From an optimization exercise on the open Yosys and OpenROAD flow, aimed at small area; shortcuts taken in it are not production practice. The RTL was checked by simulation tests, not by an equivalence proof against the original design. Power is estimated from default activity; no workload was simulated.

==> flow/design.v (outline; a module is shown in full before it is edited, if it fits) <==
// module font: 1691 lines
// module lcd: 1386 lines
module lcd(clk, resetn, led_blink, lcd_resetn, lcd_cs, lcd_rs, lcd_data);
  // ...
==> flow/run.sh <==
#!/bin/bash
# synth_recipe.tcl (not shown) runs the flow's synth.tcl, then flattens the netlist and writes it again
# the make line also repeats each setting of config.mk as NAME=value (left out here)
make -C /OpenROAD-flow-scripts/flow DESIGN_CONFIG=/design/flow/config.mk WORK_HOME=/design/flow/orfs CLKGATE_MAP_FILE= SYNTH_SCRIPT=/design/flow/synth_recipe.tcl finish
==> flow/config.mk <==
export PLATFORM = sky130hd
export DESIGN_NAME = lcd
export DESIGN_NICKNAME = lcd
export VERILOG_FILES = /design/flow/design.v
export SDC_FILE = /design/flow/constraint.sdc
export NUM_CORES = 4
export LEC_CHECK = 0
export ABC_AREA = 1
export CAP_MARGIN = 20
export CORE_MARGIN = 2
export CORE_UTILIZATION = 40
export SLEW_MARGIN = 20
==> flow/constraint.sdc <==
create_clock -name core_clock -period 10.0 [get_ports {clk}]
set_input_delay 2.0000 -clock core_clock [delete_from_list [all_inputs] [get_ports {clk}]]
set_output_delay 2.0000 -clock core_clock [all_outputs]
set_load 0.01 [all_outputs]
==> flow_summary_export.csv, run 1 <==
group,metric,value,unit
power_and_ir_drop,p_switching,92.1,µW
clocking,cts_tree,"done",
power_and_ir_drop,p_leak,0.00356,µW
power_and_ir_drop,powerDensity,55.1,nW/µm²
layout,top_register,"bc",
logic_synthesis,synth.ff_latch_count,53,
worst_setup_path,path_cells,"buf_4 -> inv_1 -> ha_1 -> inv_1 -> nand3_1 -> nor3b_1 -> a22oi_1 -> nand3_1 -> nand2_1 -> nand2_1 -> nand2_1 -> nand2_1 -> nand2_1 -> nand2_1 -> nand2_1 -> nand2_1 -> nand2_1 -> nand2_1 -> inv_1 -> clkdlybuf4s50_1",
logic_synthesis,yosysMostFrequentCell,"nand2_1",
layout,drive_gt1_share,3.71,%
place,dp_hpwl,26400,µm
worst_setup_path,critical-path-top-delay-family,"buffers and inverters",
power_and_ir_drop,top_power_group,"sequential cells",
layout,buffers_excl_clock,18,
layout,fin_cells,1495,
logic_synthesis,synth_edf_count,0,
logic_synthesis,async_flop_share,39.6,%
sta,timing.final.crit_share,75.0,%
detailed_routing,drt-total-wl,36700,µm
floorplanning,taps,229,
worst_setup_path,slowest_delay,730,ps
global_route,grt_first_pass_wirelength,54900,µm
outcome,status,"no timing/DRC/antenna violations",
logic_synthesis,syn_area,7190,µm²
clocking,cts.clk_slew.worst_paths,70,ps
logic_synthesis,synthTopCellsByCount,"nand2_1 (359), nor2_1 (161), inv_1 (149), nand3_1 (118), o21ai_0 (103)",
global_route,gr-total-overflow,0,
place,portBuffers,6,
worst_setup_path,worstSetupPathType,"reg -> out",
power_and_ir_drop,fin_total_pwr,416,µW
==> inputs of run 2 (changes only) <==
--- a/flow/config.mk
+++ b/flow/config.mk
@@ -10,3 +10,4 @@
 export CORE_MARGIN = 2
-export CORE_UTILIZATION = 40
+export CORE_UTILIZATION = 47
+export PLACE_DENSITY = 0.55
 export SLEW_MARGIN = 20
==> flow_summary_export.csv, run 2 <==
group,metric,value,unit
detailed_routing,drc,0,
logic_synthesis,synth_top_area_cell,"nand2_1",
global_route,antenna_found_initial,1,
logic_synthesis,ys_types,49,
clocking,cts.sinks,53,
logic_synthesis,yosysMostFrequentCell,"nand2_1",
layout,drive_gt1_share,3.71,%
floorplanning,start_util,47.6,%
sta,timing.final.crit_share,73.1,%
worst_setup_path,worst_setup_path_end_kind,"primary output",
worst_hold_path,worst_hold_startpoint,"bc[0]",
sta,drv_slew,0,
global_route,grt_util_all_layers,45.2,%
worst_setup_path,cp.arrival,5310,ps
logic_synthesis,yosysWarnings,1,
clocking,cts_tree,"done",
run,max_cap_viol_count,0,
sta,period_needed,7310,ps
logic_synthesis,synthFlopType,"dfxtp_1",
sta,setup_viol_count_final,0,
clocking,cts.clk_slew.worst_paths,70,ps
power_and_ir_drop,p_leak,0.00355,µW
worst_setup_path,crit_fanout,32,
layout,final_nets,1321,
place,post-place-cells,1447,
layout,layout_common_cells,"nand2_1 (359), nor2_1 (161), inv_1 (149)",
clocking,cts_buffers,5,
layout,fin_cells,1456,
logic_synthesis,synth.ff_latch_count,53,
detailed_routing,routedWlPerCell,25.1,µm
floorplanning,dieWidth,128,µm
logic_synthesis,yosysSeqAreaShare,16.2,%
outcome,status,"no timing/DRC/antenna violations",
worst_hold_path,hp-class,"reg -> reg",
worst_setup_path,reg2regPathDepth,10,
layout,final_common_cell,"nand2_1",
layout,areaGrowthSynthToFinish,4.33,%
worst_hold_path,min_path_cells,2,
power_and_ir_drop,vdd_drop_max,0.112,mV
logic_synthesis,synthTopCellsByArea,"nand2_1 (19%), ha_1 (9.2%), dfxtp_1 (8.9%), nor2_1 (8.4%), nand3_1 (8.2%)",
worst_setup_path,critPathLaunchType,"flip-flop",
clocking,post-cts-setup-buffer-count,0,
worst_setup_path,cp_data_required_time,8000,ps
logic_synthesis,synthTopCellsByCount,"nand2_1 (359), nor2_1 (161), inv_1 (149), nand3_1 (118), o21ai_0 (103)",
layout,largestRegisters,"bc: 18 flops, item: 8 flops, pos: 8 flops",
worst_setup_path,r2r_start,"item[1]",
detailed_routing,vias_per_cell,6.65,
power_and_ir_drop,powerDensity,52.5,nW/µm²
worst_setup_path,worstSetupPathType,"reg -> out",
detailed_routing,ant_nets,0,
place,dp_hpwl,25800,µm
logic_synthesis,syn_inst,1288,
floorplanning,dieArea,16300,µm²
detailed_routing,vias,9676,
sta,hold_ws,431,ps
sta,rsz0062_at_grt,"no",
worst_setup_path,r2r-end,"ci[4]",
sta,fin_worst_skew,6.72,ps
detailed_routing,drtIter0Drc,1626,
logic_synthesis,syn_area,7190,µm²
clocking,cts-resized-gates,0,
place,portBuffers,6,
detailed_routing,drt-total-wl,36500,µm
sta,slew_headroom,25.0,%
floorplanning,core-area,15100,µm²
sta,tns,0,ps
logic_synthesis,syn-num-nets,1343,
global_route,grt_max_degree,36,
floorplanning,fp.dieH,128,µm
logic_synthesis,async_flop_share,39.6,%
layout,largest_reg_flops,18,
logic_synthesis,syn_avg_cell_area,5.58,µm²
clocking,clock-root-buffer,"clkbuf_16",
global_route,gr-total-overflow,0,
sta,hold_viol,0,
logic_synthesis,synth_edf_count,0,
global_route,grt_pass1_vias,9222,
clocking,cts_hold_buffers,0,
place,gp_congestion,1.15,
floorplanning,pin_count,7,
clocking,h-tree-depth,2,
global_route,grt_first_pass_wirelength,55100,µm
layout,top_register,"bc",
logic_synthesis,synth_top_area_share,18.7,%
worst_hold_path,hold_end,"bc[1]",
sta,fmax,137,MHz
clocking,clkLatencyLatePin,300,ps
clocking,clockBufferDepth,2,
worst_setup_path,r2r_setup_slack,6850,ps
floorplanning,rows,45,
detailed_routing,drtPass1Iterations,7,
sta,worst_slew_pin_slew,1120,ps
[run 2: logic make-up (layout without fill, tap and decap cells)]
family,after synthesis,after routing,share of synthesized area [%]
compound gates,245,245,19.5
xor+xnor,4,4,0.487
fa+ha+maj,53,53,9.23
buf+inv,204,183,11.3
flops,53,53,16.2
mux,2,2,0.313
other cells,0,1,0
simple gates,727,727,42.9
[run 2: routing by layer]
layer	global-route usage (%)	wire length, µm	vias to the layer above	share of wire, %
met5	0	11	-	0.030
met4	33.2	3430	2	9.4
met3	16.2	5090	298	14
met2	70.6	15600	868	43
met1	50.8	12400	4273	34
li1	-	-	4235	-
[run 2: layout make-up]
| type | instances | area (µm²) |
|---|---|---|
| inverter | 156 | 586 |
| antenna | 1 | 2.50 |
| tap | 188 | 235 |
| multi-input combinational | 1031 | 5210 |
| clock buffer | 5 | 125 |
| fill | 1584 | 7590 |
| clock inverter | 3 | 21.3 |
| sequential | 53 | 1170 |
| timing repair buffer | 19 | 158 |
[run 2: per-stage QoR]
stage | util [%] | worst slack (ps) | cell area (µm²) | total power [µW]
after CTS | 49.7 | 2940 | 7500 | 399
final | 49.7 | 2690 | 7500 | 394
after global routing | 49.7 | 2430 | 7500 | 407
after detailed placement | 48.7 | 3270 | 7350 | 223
after global placement | 48.7 | 3260 | 7350 | 223
after floorplan | - | 4780 | 7190 | 220
[run 2: how the worst max path moves through the flow]
| stage | from | end | slack (ps) | cells past startpoint |
|---|---|---|---|---|
| 6_report | item[7] | lcd_data | 2690 | 23 |
| 5_1_grt | item[7] | lcd_data | 2430 | 23 |
| 4_1_cts | item[7] | lcd_data | 2940 | 23 |
| 3_5_place_dp | item[7] | lcd_data | 3270 | 23 |
| 3_3_place_gp | item[7] | lcd_data | 3260 | 23 |
| 2_1_floorplan | item[7] | lcd_data | 4780 | 25 |
[run 2: report_power, final]
part / internal, µW / leakage (µW) / switching (µW) / total (µW)
Combinational: 1.13 / 0.00293 / 3.51 / 4.65
Sequential: 213 / 0.000552 / 0.616 / 214
Clock: 93.5 / 0.0000718 / 82.2 / 176
[run 2: critical path: stages, from the launching register on]
cell and delay, ps:
dfxtp_1 310, buf_4 350, inv_1 440, ha_1 790
inv_1 520, ha_1 450, inv_1 190, nor2_1 80
o21ai_0 150, o21ai_0 140, o211ai_1 120, nand2_1 70
nor2_1 190, nand2_1 70, nand2_1 70, nand2_1 40
nand2_1 80, nand2_1 50, nand2_1 60, nand2_1 100
nand2_1 80, nand2_1 70, inv_1 50, clkdlybuf4s50_1 520
==> inputs of run 3 (changes only) <==
--- a/flow/config.mk
+++ b/flow/config.mk
@@ -11,2 +11,3 @@
 export CORE_UTILIZATION = 47
+export CTS_BUF_LIST = sky130_fd_sc_hd__clkbuf_8
 export PLACE_DENSITY = 0.55
==> flow_summary_export.csv, run 3 <==
group,metric,value,unit
layout,largest_reg_flops,18,
layout,layout_common_cells,"nand2_1 (359), nor2_1 (161), inv_1 (149)",
sta,hold_viol,0,
global_route,grt_max_degree,36,
logic_synthesis,async_flop_share,39.6,%
clocking,clockBufferDepth,2,
global_route,grt_first_pass_wirelength,54900,µm
place,gp_congestion,1.15,
logic_synthesis,synth_top_area_cell,"nand2_1",
logic_synthesis,synthTopCellsByCount,"nand2_1 (359), nor2_1 (161), inv_1 (149), nand3_1 (118), o21ai_0 (103)",
detailed_routing,vias_per_cell,6.61,
logic_synthesis,synth_edf_count,0,
worst_setup_path,worstSetupPathType,"reg -> out",
logic_synthesis,synth.ff_latch_count,53,
detailed_routing,top_layer,"met4",
sta,period_needed,7390,ps
worst_setup_path,worstSetupPathDepth,23,
logic_synthesis,ys_types,49,
clocking,cts_tree,"done",
floorplanning,dieWidth,128,µm
detailed_routing,drc,0,
logic_synthesis,syn_avg_cell_area,5.58,µm²
worst_setup_path,reg2regPathDepth,11,
worst_setup_path,cpMostUsedCell,"nand2_1",
sta,rsz0062_at_grt,"no",
worst_hold_path,hp-class,"reg -> reg",
floorplanning,rows,45,
detailed_routing,met1_length,12400,µm
clocking,cts-resized-gates,0,
floorplanning,dieArea,16300,µm²
sta,drv_slew,0,
sta,setup_viol_count_final,0,
worst_setup_path,cp.arrival,5390,ps
clocking,clkLatencyLatePin,330,ps
layout,largestRegisters,"bc: 18 flops, item: 8 flops, pos: 8 flops",
sta,worst_slew_pin_slew,1140,ps
logic_synthesis,yosysMostFrequentCell,"nand2_1",
detailed_routing,vias,9618,
logic_synthesis,syn_area,7190,µm²
floorplanning,pin_count,7,
clocking,h-tree-depth,2,
logic_synthesis,synthFlopType,"dfxtp_1",
clocking,cts_hold_buffers,0,
global_route,antenna_found_initial,0,
sta,slew_headroom,24.2,%
floorplanning,core-area,15100,µm²
worst_setup_path,cp_num_buf_inv,6,
worst_setup_path,critPathLaunchType,"flip-flop",
global_route,grt_util_all_layers,44.9,%
power_and_ir_drop,p_leak,0.00353,µW
sta,fmax,135,MHz
logic_synthesis,synthTopCellsByArea,"nand2_1 (19%), ha_1 (9.2%), dfxtp_1 (8.9%), nor2_1 (8.4%), nand3_1 (8.2%)",
detailed_routing,drtPass1Iterations,10,
layout,final_nets,1321,
global_route,grt_pass1_vias,9202,
detailed_routing,drtIter0Drc,1549,
clocking,cts_buffers,5,
clocking,cts.clk_slew.worst_paths,110,ps
worst_setup_path,crit_fanout,32,
worst_setup_path,worst_setup_path_end_kind,"primary output",
layout,postLayoutCoreUtil,49.3,%
sta,fin_worst_skew,9.90,ps
logic_synthesis,yosysWarnings,1,
floorplanning,start_util,47.6,%
detailed_routing,wl_met2,15500,µm
clocking,clock-root-buffer,"clkbuf_8",
worst_setup_path,crit_path_top_delay_cell,"ha_1",
run,max_cap_viol_count,0,
worst_setup_path,cp_data_required_time,8000,ps
clocking,post-cts-setup-buffer-count,0,
worst_setup_path,critical-path-top-delay-family,"buffers and inverters",
logic_synthesis,syn_inst,1288,
detailed_routing,wl_met3,5170,µm
worst_hold_path,min_path_cells,2,
layout,areaGrowthSynthToFinish,3.55,%
clocking,cts.sinks,53,
outcome,status,"no timing/DRC/antenna violations",
global_route,gr-total-overflow,0,
worst_setup_path,r2r_setup_slack,6910,ps
power_and_ir_drop,powerDensity,46.5,nW/µm²
layout,final_common_cell,"nand2_1",
detailed_routing,drt-total-wl,36500,µm
detailed_routing,ant_nets,0,
worst_setup_path,r2r_start,"item[7]",
sta,timing.final.crit_share,73.9,%
layout,fillerInstances,1596,
worst_setup_path,path_cells,"buf_4 -> inv_1 -> ha_1 -> inv_1 -> ha_1 -> inv_1 -> nor2_1 -> o21ai_0 -> o21ai_0 -> o211ai_1 -> nand2_1 -> nor2_1 -> nand2_1 -> nand2_1 -> nand2_1 -> nand2_1 -> nand2_1 -> nand2_1 -> nand2_1 -> nand2_1 -> nand2_1 -> inv_1 -> clkdlybuf4s50_1",
layout,top_register,"bc",
worst_setup_path,r2r-end,"ci[4]",
floorplanning,fp.dieH,128,µm
logic_synthesis,synth_top_area_share,18.7,%
detailed_routing,routedWlPerCell,25.1,µm
layout,drive_gt1_share,3.71,%
sta,tns,0,ps
place,dp_hpwl,25800,µm
logic_synthesis,yosysSeqAreaShare,16.2,%
worst_setup_path,critPathLaunch,"item[7]",
logic_synthesis,syn-num-nets,1343,
power_and_ir_drop,vdd_drop_max,0.0655,mV
worst_setup_path,endpoint,"lcd_data",
worst_setup_path,slowest_delay,790,ps
place,portBuffers,6,
[run 3: logic make-up (layout without fill, tap and decap cells)]
logic type                 count (synthesis)  after routing  share of synthesized area [%]
other                                      0              1                              0
buffers and inverters                    204            183                           11.3
muxes                                      2              2                          0.313
adders and majority gates                 53             53                           9.23
AOI/OAI and AO/OA                        245            245                           19.5
and+or+nand+nor                          727            727                           42.9
DFF                                       53             53                           16.2
xor gates and xnor gates                   4              4                          0.487
[run 3: worst min-delay path by stage]
stage	end	startpoint
floorplan	bc[1]	bc[0]
global placement	bc[1]	bc[0]
detailed placement	bc[1]	bc[0]
CTS	bc[1]	bc[0]
global route	bc[1]	bc[0]
finish	bc[1]	bc[0]
[run 3: routing by layer]
metal / vias up / track usage, %
li1: 4235 / -
met1: 4186 / 50.1
met2: 898 / 70.4
met3: 299 / 16.4
met4: 0 / 33.0
met5: - / 0
[run 3: metrics by stage]
stage / std cells / hold WS [ps] / cell area, µm² / total power (µW) / setup WS [ps]
floorplan: 1288 / 409 / 7190 / 220 / 4780
global placement: 1447 / 418 / 7350 / 223 / 3260
detailed placement: 1447 / 431 / 7350 / 223 / 3270
CTS: 1455 / 442 / 7440 / 350 / 2900
global route: 1455 / 475 / 7440 / 359 / 2380
finish: 1456 / 436 / 7440 / 346 / 2610
[run 3: worst reg2reg max path, stage by stage, from the launching register on]
cell	delay [ps]
dfxtp_1	320
buf_4	350
ha_1	320
nand3_1	100
a21oi_1	290
nand2_1	130
nor2_1	610
nand2_1	330
a21oi_1	260
nand3_1	120
nor2_1	100
a21oi_1	50
[run 3: layout make-up]
| class | count | area, µm² | share of cell area [%] |
|---|---|---|---|
| tap | 188 | 235 | 3.16 |
| timing repair buffer | 19 | 158 | 2.12 |
| antenna | 1 | 2.50 | 0.0336 |
| clock buffer | 5 | 68.8 | 0.925 |
| inverter | 156 | 586 | 7.87 |
| sequential | 53 | 1170 | 15.7 |
| multi-input combinational | 1031 | 5210 | 69.9 |
| clock inverter | 3 | 21.3 | 0.286 |
[run 3: power breakdown]
group,internal [µW],switching [µW],total (µW)
combinational,1.13,3.54,4.68
clock,50.0,77.8,128
sequential,213,0.611,214
total,264,82.0,346

==> port drivers added, routing unchanged <==
In the flow no input, the clock included, has a driving cell. The finished layouts below were timed again as built, in two steps. Step 1 (the two cells are an assumption about what drives the block):
set clk [get_ports {clk}]
set_driving_cell -lib_cell sky130_fd_sc_hd__clkbuf_16 $clk
set_driving_cell -lib_cell sky130_fd_sc_hd__buf_2 [delete_from_list [all_inputs] $clk]
Step 2 times the ports against the registers' clock, not the clock port: input delays grow and output delays shrink by t, the midpoint of the rising clock arrivals with the driver on. Three values: ideal, step 1, step 2; two values: the first two.
| run | t (ns) | slack for setup (ns) | worst data-port slew with drivers (ns) |
|---|---|---|---|
| run 1 | 0.335 | 2.500 / 2.464 / 2.798 | 0.03 |
| run 2 | 0.337 | 2.692 / 2.653 / 2.989 | 0.03 |
| run 3 | 0.349 | 2.614 / 2.586 / 2.935 | 0.03 |
After both steps every run listed still meets setup and hold.
